This is an optimization exercise on Yosys and OpenROAD, whose aim is small area, a short achievable clock period and few clock cycles, not a production implementation.
Only simulation tests tie the RTL to the original design; equivalence was not proved.
No activity file was given, so power comes from the tool's default toggle rates.

==> job 2636: inputs <==
==> flow/design.v (excerpt) <==
module riscv_pipeline(
	input  logic         i_clk,
	input  logic         i_rst,
	output logic [31:0]  o_imem_addr,
	input  logic [31:0]  i_imem_rdata,
	output logic [31:0]  o_dmem_addr,
	input  logic [31:0]  i_dmem_rdata,
	output logic         o_dmem_we,
	output logic [31:0]  o_dmem_wdata
);
	logic [31:2] pc;
	logic        x_kill;    
	logic        x_wen;     
	logic        x_ld;      
	logic        x_st;      
	logic [5:0]  x_rc;      
	logic        x_jalr;    
	logic        x_link;    
	logic        x_alu;     
	logic        x_sra;     
	logic        x_inv;     
	logic        x_fa, x_fb, x_fc;    
	logic [4:0]  x_rd;
	logic [2:0]  x_f3;
	logic [31:0] x_a, x_b, x_c;
	logic        m_wen, m_ld, m_st, m_sub, m_win;
	logic [4:0]  m_rd;
	logic [2:0]  m_f3;
	logic [31:0] m_res;     
	logic [31:0] m_c;       
	logic        s_pend;
	logic [12:2] s_addr;
	logic [31:0] rf [1:31];
	logic [31:1] rf_v;
	logic [31:0] ld_w, ld_r, m_result;
	assign ld_w = i_dmem_rdata >> {m_res[1:0], 3'b000};
	always_comb begin
		case (m_f3[1:0])
			2'b00:   ld_r = {{24{~m_f3[2] & ld_w[7]}}, ld_w[7:0]};
			2'b01:   ld_r = {{16{~m_f3[2] & ld_w[15]}}, ld_w[15:0]};
			default: ld_r = ld_w;
		endcase
	end
	assign m_result = m_ld ? ld_r : m_res;
	logic [3:0] mask;
	logic [31:0] merged;
	always_comb begin
		case (m_f3[1:0])
			2'b00:   mask = 4'b0001 << m_res[1:0];
			default: mask = m_res[1] ? 4'b1100 : 4'b0011;
		endcase
		for (int k = 0; k < 4; k++)
			merged[8*k +: 8] = mask[k] ? m_c[8*k +: 8] : i_dmem_rdata[8*k +: 8];
	end
	assign o_dmem_addr  = s_pend ? {19'd1, s_addr, 2'b00} : m_res;
	assign o_dmem_we    = s_pend | (m_st & ~m_sub & m_win);
	assign o_dmem_wdata = m_c;
	logic xv_wen, xv_ld, xv_st, xv_jalr;
	logic [5:0] xv_rc;
	assign xv_wen  = x_wen  & ~x_kill;
	assign xv_ld   = x_ld   & ~x_kill;
	assign xv_st   = x_st   & ~x_kill;
	assign xv_rc   = x_rc   & {6{~x_kill}};
	assign xv_jalr = x_jalr & ~x_kill;
	logic [31:0] a, bf, b, cf;
	assign a  = x_fa ? m_res : x_a;
	assign bf = x_fb ? m_res : x_b;
	assign b  = x_fb ? (m_res ^ {32{x_inv}}) : (x_b ^ {32{x_inv}});
	assign cf = x_fc ? m_res : x_c;
	logic [32:0] sum;
	assign sum = {1'b0, a} + {1'b0, b} + {32'b0, x_inv};
  ...
Settings: LEC_CHECK=0, CAP_MARGIN=30, CORE_MARGIN=2, CORE_UTILIZATION=50, CTS_BUF_LIST=sky130_fd_sc_hd__clkbuf_16, CTS_CLUSTER_DIAMETER=80, CTS_CLUSTER_SIZE=25, PLACE_DENSITY=0.6, SLEW_MARGIN=30; clock period 10.0 ns.
standard.sh (not shown) runs the stock make flow with config.mk's settings and CLKGATE_MAP_FILE= SYNTH_SCRIPT=/design/flow/synth_recipe.tcl, a recipe that flattens the netlist after the stock synthesis.
==> flow/flow/run.sh <==
#!/bin/bash
set -euo pipefail
bash standard.sh \
	"BUFFER_PORTS_ARGS=-buffer_cell sky130_fd_sc_hd__buf_2" \
	"SETUP_SLACK_MARGIN=6.0" \
	finish > standard.log 2>&1
==> job 4773 (differences from job 2636) <==
--- a/flow/design.v
+++ b/flow/design.v
@@ -10,16 +10,17 @@
 );
 	logic [31:2] pc;
 	logic        x_kill;    
 	logic        x_wen;     
 	logic        x_ld;      
 	logic        x_st;      
-	logic [5:0]  x_rc;      
+	logic        x_br;      
 	logic        x_jalr;    
 	logic        x_link;    
 	logic        x_alu;     
+	logic        x_pred;    
 	logic        x_sra;     
 	logic        x_inv;     
 	logic        x_fa, x_fb, x_fc;    
 	logic [4:0]  x_rd;
 	logic [2:0]  x_f3;
 	logic [31:0] x_a, x_b, x_c;
@@ -52,23 +53,22 @@
 		for (int k = 0; k < 4; k++)
 			merged[8*k +: 8] = mask[k] ? m_c[8*k +: 8] : i_dmem_rdata[8*k +: 8];
 	end
 	assign o_dmem_addr  = s_pend ? {19'd1, s_addr, 2'b00} : m_res;
 	assign o_dmem_we    = s_pend | (m_st & ~m_sub & m_win);
 	assign o_dmem_wdata = m_c;
-	logic xv_wen, xv_ld, xv_st, xv_jalr;
-	logic [5:0] xv_rc;
+	logic xv_wen, xv_ld, xv_st, xv_br, xv_jalr;
 	assign xv_wen  = x_wen  & ~x_kill;
 	assign xv_ld   = x_ld   & ~x_kill;
 	assign xv_st   = x_st   & ~x_kill;
-	assign xv_rc   = x_rc   & {6{~x_kill}};
+	assign xv_br   = x_br   & ~x_kill;
 	assign xv_jalr = x_jalr & ~x_kill;
 	logic [31:0] a, bf, b, cf;
 	assign a  = x_fa ? m_res : x_a;
 	assign bf = x_fb ? m_res : x_b;
-	assign b  = x_fb ? (m_res ^ {32{x_inv}}) : (x_b ^ {32{x_inv}});
+	assign b  = bf ^ {32{x_inv}};
 	assign cf = x_fc ? m_res : x_c;
 	logic [32:0] sum;
 	assign sum = {1'b0, a} + {1'b0, b} + {32'b0, x_inv};
 	logic        c13, win0, win1;
 	logic [31:13] ah, bh, kx0, kx1, g0, g1;
 	assign c13 = ({1'b0, a[12:0]} + {1'b0, b[12:0]} + {13'b0, x_inv}) >> 13;
@@ -88,14 +88,14 @@
 		end
 	end
 	assign win0 = (kx0 == g0);
 	assign win1 = (kx1 == g1);
 	logic eq, lt_u, lt_s;
 	assign eq   = (a == bf);
-	assign lt_u = (a < bf);
-	assign lt_s = (a[31] ^ bf[31]) ? a[31] : lt_u;
+	assign lt_u = ~sum[32];
+	assign lt_s = (a[31] ^ bf[31]) ? a[31] : sum[31];
 	logic [31:0] sh_in, sh_r, sh_out;
 	logic        left;
 	assign left = ~x_f3[2];
 	always_comb begin
 		for (int i = 0; i < 32; i++) sh_in[i] = left ? a[31 - i] : a[i];
 	end
@@ -123,16 +123,23 @@
 		case (x_f3[1:0])
 			2'b00:   c_rep = {4{cf[7:0]}};
 			2'b01:   c_rep = {2{cf[15:0]}};
 			default: c_rep = cf;
 		endcase
 	end
-	logic redirect;
+	logic taken, redirect;
 	logic [31:2] target;
-	assign redirect = (xv_rc[0] & eq) | (xv_rc[1] & ~eq) | (xv_rc[2] & lt_s) | (xv_rc[3] & ~lt_s)
-	                | (xv_rc[4] & lt_u) | (xv_rc[5] & ~lt_u) | xv_jalr;
+	always_comb begin
+		case (x_f3[2:1])
+			2'b00:   taken = eq ^ x_f3[0];
+			2'b10:   taken = lt_s ^ x_f3[0];
+			2'b11:   taken = lt_u ^ x_f3[0];
+			default: taken = 1'b0;
+		endcase
+	end
+	assign redirect = (xv_br & (taken ^ x_pred)) | xv_jalr;
 	assign target   = x_jalr ? sum[31:2] : x_c[31:2];
 	logic [31:0] ins;
 	assign ins = i_imem_rdata;
 	assign o_imem_addr = {pc, 2'b00};
 	logic [4:0] rs1, rs2, rd;
 	logic [2:0] f3;
@@ -158,74 +165,55 @@
 	logic [31:0] imm_i, imm_s, imm_b, imm_u, imm_j;
 	assign imm_i = {{20{ins[31]}}, ins[31:20]};
 	assign imm_s = {{20{ins[31]}}, ins[31:25], ins[11:7]};
 	assign imm_b = {{19{ins[31]}}, ins[31], ins[7], ins[30:25], ins[11:8], 1'b0};
 	assign imm_u = {ins[31:12], 12'b0};
 	assign imm_j = {{11{ins[31]}}, ins[31], ins[19:12], ins[20], ins[30:21], 1'b0};
-	logic [991:0] rf_all;
-	logic [30:0]  sel1, sel2;
-	logic [31:0]  rd1, rd2, rv1, rv2;
-	always_comb begin
+	logic [31:0] rv1, rv2;
+	always_comb begin
+		rv1 = 32'b0;
+		rv2 = 32'b0;
 		for (int r = 1; r < 32; r++) begin
-			rf_all[32*(r-1) +: 32] = rf[r];
-			sel1[r-1] = (rs1 == r[4:0]) & rf_v[r];
-			sel2[r-1] = (rs2 == r[4:0]) & rf_v[r];
+			if (rs1 == r[4:0] && rf_v[r]) rv1 = rf[r];
+			if (rs2 == r[4:0] && rf_v[r]) rv2 = rf[r];
 		end
-	end
-	rf_read read1 (.d(rf_all), .s(sel1), .q(rd1));
-	rf_read read2 (.d(rf_all), .s(sel2), .q(rd2));
-	assign rv1 = (m_wen && m_rd == rs1) ? m_result : rd1;
-	assign rv2 = (m_wen && m_rd == rs2) ? m_result : rd2;
+		if (m_wen && m_rd == rs1) rv1 = m_result;
+		if (m_wen && m_rd == rs2) rv2 = m_result;
+	end
 	logic fa, fb, fc;
 	assign fa = use1 & xv_wen & (x_rd == rs1);
 	assign fb = (d_op | d_br) & xv_wen & (x_rd == rs2);
 	assign fc = d_st & xv_wen & (x_rd == rs2);
 	logic stall;
 	assign stall = (xv_ld & xv_wen & ((use1 & (x_rd == rs1)) | (use2 & (x_rd == rs2))))
 	             | ((d_ld | d_st) & xv_st & (x_f3[1:0] != 2'b10));
 	logic inv;
-	assign inv = d_op & (f3 == 3'b000) & ins[30];
+	assign inv = (d_op & ((f3 == 3'b000 & ins[30]) | f3 == 3'b010 | f3 == 3'b011))
+	           | (d_opi & (f3 == 3'b010 | f3 == 3'b011))
+	           | d_br;
 	logic [31:0] a_d, b_d, c_d;
 	assign a_d = (d_auipc | d_jal) ? {pc, 2'b00} : d_lui ? 32'b0 : rv1;
 	always_comb begin
 		if (d_op | d_br)          b_d = rv2;
 		else if (d_st)            b_d = imm_s;
 		else if (d_lui | d_auipc) b_d = imm_u;
 		else if (d_jal)           b_d = imm_j;
 		else                      b_d = imm_i;
 	end
 	logic [31:2] pc4, pc_b;
 	logic        pred;
-	logic [31:13] pc_hi_inc, pc_hi_dec;
-	logic [11:0]  lo_b;
-	assign pc_hi_inc = pc[31:13] + 19'd1;
-	assign pc_hi_dec = pc[31:13] - 19'd1;
-	assign pc4[12:2] = pc[12:2] + 11'd1;
-	assign pc4[31:13] = (&pc[12:2]) ? pc_hi_inc : pc[31:13];
+	assign pc4   = pc + 30'd1;
 	assign pred  = d_br & (ins[31] | f3 == 3'b001);
-	assign lo_b  = {1'b0, pc[12:2]} + {1'b0, imm_b[12:2]};
-	assign pc_b[12:2]  = lo_b[10:0];
-	assign pc_b[31:13] = ins[31] ? (lo_b[11] ? pc[31:13] : pc_hi_dec)
-	                             : (lo_b[11] ? pc_hi_inc : pc[31:13]);
+	assign pc_b  = pc + imm_b[31:2];
 	always_comb begin
 		if (d_st)              c_d = rv2;
 		else if (d_br & ~pred) c_d = {pc_b, 2'b00};
 		else                   c_d = {pc4, 2'b00};
 	end
 	logic br_nop;
 	assign br_nop = (imm_b == 32'd4);
-	logic [5:0] rc;
-	always_comb begin
-		rc = 6'b0;
-		case (f3[2:1])
-			2'b00:   rc[{2'd0, f3[0] ^ pred}] = 1'b1;
-			2'b10:   rc[{2'd1, f3[0] ^ pred}] = 1'b1;
-			2'b11:   rc[{2'd2, f3[0] ^ pred}] = 1'b1;
-			default: ;
-		endcase
-	end
 	logic issue;
 	assign issue = ~stall;
 	logic [31:2] pc_next;
 	always_comb begin
 		if (redirect)           pc_next = target;
 		else if (stall)         pc_next = pc;
@@ -236,33 +224,34 @@
 		if (!i_rst) begin
 			pc     <= '0;
 			x_kill <= 1'b0;
 			x_wen  <= 1'b0;
 			x_ld   <= 1'b0;
 			x_st   <= 1'b0;
-			x_rc   <= 6'b0;
+			x_br   <= 1'b0;
 			x_jalr <= 1'b0;
 			m_wen  <= 1'b0;
 			m_st   <= 1'b0;
 			s_pend <= 1'b0;
 		end else begin
 			pc     <= pc_next;
 			x_kill <= redirect;
 			x_wen  <= issue & (d_lui | d_auipc | d_jal | d_jalr | d_ld | d_opi | d_op) & (rd != 5'd0);
 			x_ld   <= issue & d_ld;
 			x_st   <= issue & d_st;
-			x_rc   <= {6{issue & d_br & ~br_nop}} & rc;
+			x_br   <= issue & d_br & ~br_nop;
 			x_jalr <= issue & (d_jal | d_jalr);
 			m_wen  <= xv_wen;
 			m_st   <= xv_st;
 			s_pend <= m_st & m_sub & m_win;
 		end
 	end
 	always_ff @(posedge i_clk) begin
 		x_link <= d_jal | d_jalr;
 		x_alu  <= d_op | d_opi;
+		x_pred <= pred;
 		x_sra  <= ins[30];
 		x_inv  <= inv;
 		x_fa   <= fa;
 		x_fb   <= fb;
 		x_fc   <= fc;
 		x_rd   <= rd;
@@ -284,16 +273,6 @@
 		else if (m_wen) rf_v[m_rd] <= 1'b1;
 	end
 	always_ff @(posedge i_clk) begin
 		if (m_wen) rf[m_rd] <= m_result;
 	end
 endmodule
-module rf_read(
-	input  logic [991:0] d,
-	input  logic [30:0]  s,
-	output logic [31:0]  q
-);
-	always_comb begin
-		q = 32'b0;
-		for (int r = 0; r < 31; r++) q = q | (d[32*r +: 32] & {32{s[r]}});
-	end
-endmodule
==> flow/run.sh (new file) <==
#!/bin/bash
# synth_recipe.tcl (not shown) runs the flow's synth.tcl, then flattens the netlist and writes it again
# the make line also repeats each setting of config.mk as NAME=value (left out here)
make -C /OpenROAD-flow-scripts/flow DESIGN_CONFIG=/design/flow/config.mk WORK_HOME=/design/flow/orfs CLKGATE_MAP_FILE= SYNTH_SCRIPT=/design/flow/synth_recipe.tcl finish
CORE_UTILIZATION = 55   (was 50)
PLACE_DENSITY = 0.65   (was 0.6)
SETUP_SLACK_MARGIN = 5   (was not set)
removed: flow/flow/run.sh
removed: flow/standard.sh
==> comparison table <==
metric	job 4773	job 2636
Met1 capacity usage during global routing	59.6%	57.6%
Worst Hold Launch	x_ld	x_rd[2]
Min Clock Period, post-route	5.20 ns	4.20 ns
Violation count after the first detailed-route iteration	12.4k	14.7k
Count of cells along the worst register-to-register path	17	16
FILL cells	9562	10.6k
Count of unique library cells instantiated by Yosys	90	93
Routed met2 length	134000 um	140000 um
Comb pwr share	19.3%	18.9%
Post-DP HPWL	207000 um	214000 um
Switch Pwr	3.83 mW	4.01 mW
Vert. Die Dim	349 um	364 um
Multi-Input Combinational	3890	3623
Final weighted congestion in routability-driven placement	1.09	1.06
Status	complete, no violations	complete, no violations
Fraction of registers with async set or reset after synthesis	5.56%	5.93%
Startpoint of the worst-slack reg-to-reg timing path	m_res[13]	x_fb
Testbench counts of job 2636, summed over its fixed seeds: cycles 35,767.
Testbench counts of job 4773, summed over its fixed seeds: cycles 35,767.

==> re-timing with driven ports <==
The results above use ideal ports. As a check the final layouts listed here were re-extracted and re-timed, cells and wires unchanged. Step 1 assumes that a clkbuf_16 drives the clock port and a buf_2 every other input. Step 2 also shifts input and output timing later by t, the mid clock arrival at the registers, as if the neighbouring blocks saw the same clock. Three values: ideal ports, drivers, drivers and shift; two values: the first two.
run	t (ns)	setup slack, ns	latest minus earliest clock arrival (ns)	worst data-port slew with drivers (ns)
job 2636	0.830	5.805 / 5.808 / 4.988	0.087 / 0.086	0.14
job 4773	0.764	4.803 / 4.855 / 4.091	0.064 / 0.064	0.05
After both steps setup and hold are still met in every run listed. The setup slack of job 2636, which loses most, moves by +0.003 ns with the drivers and by -0.817 ns with both steps.
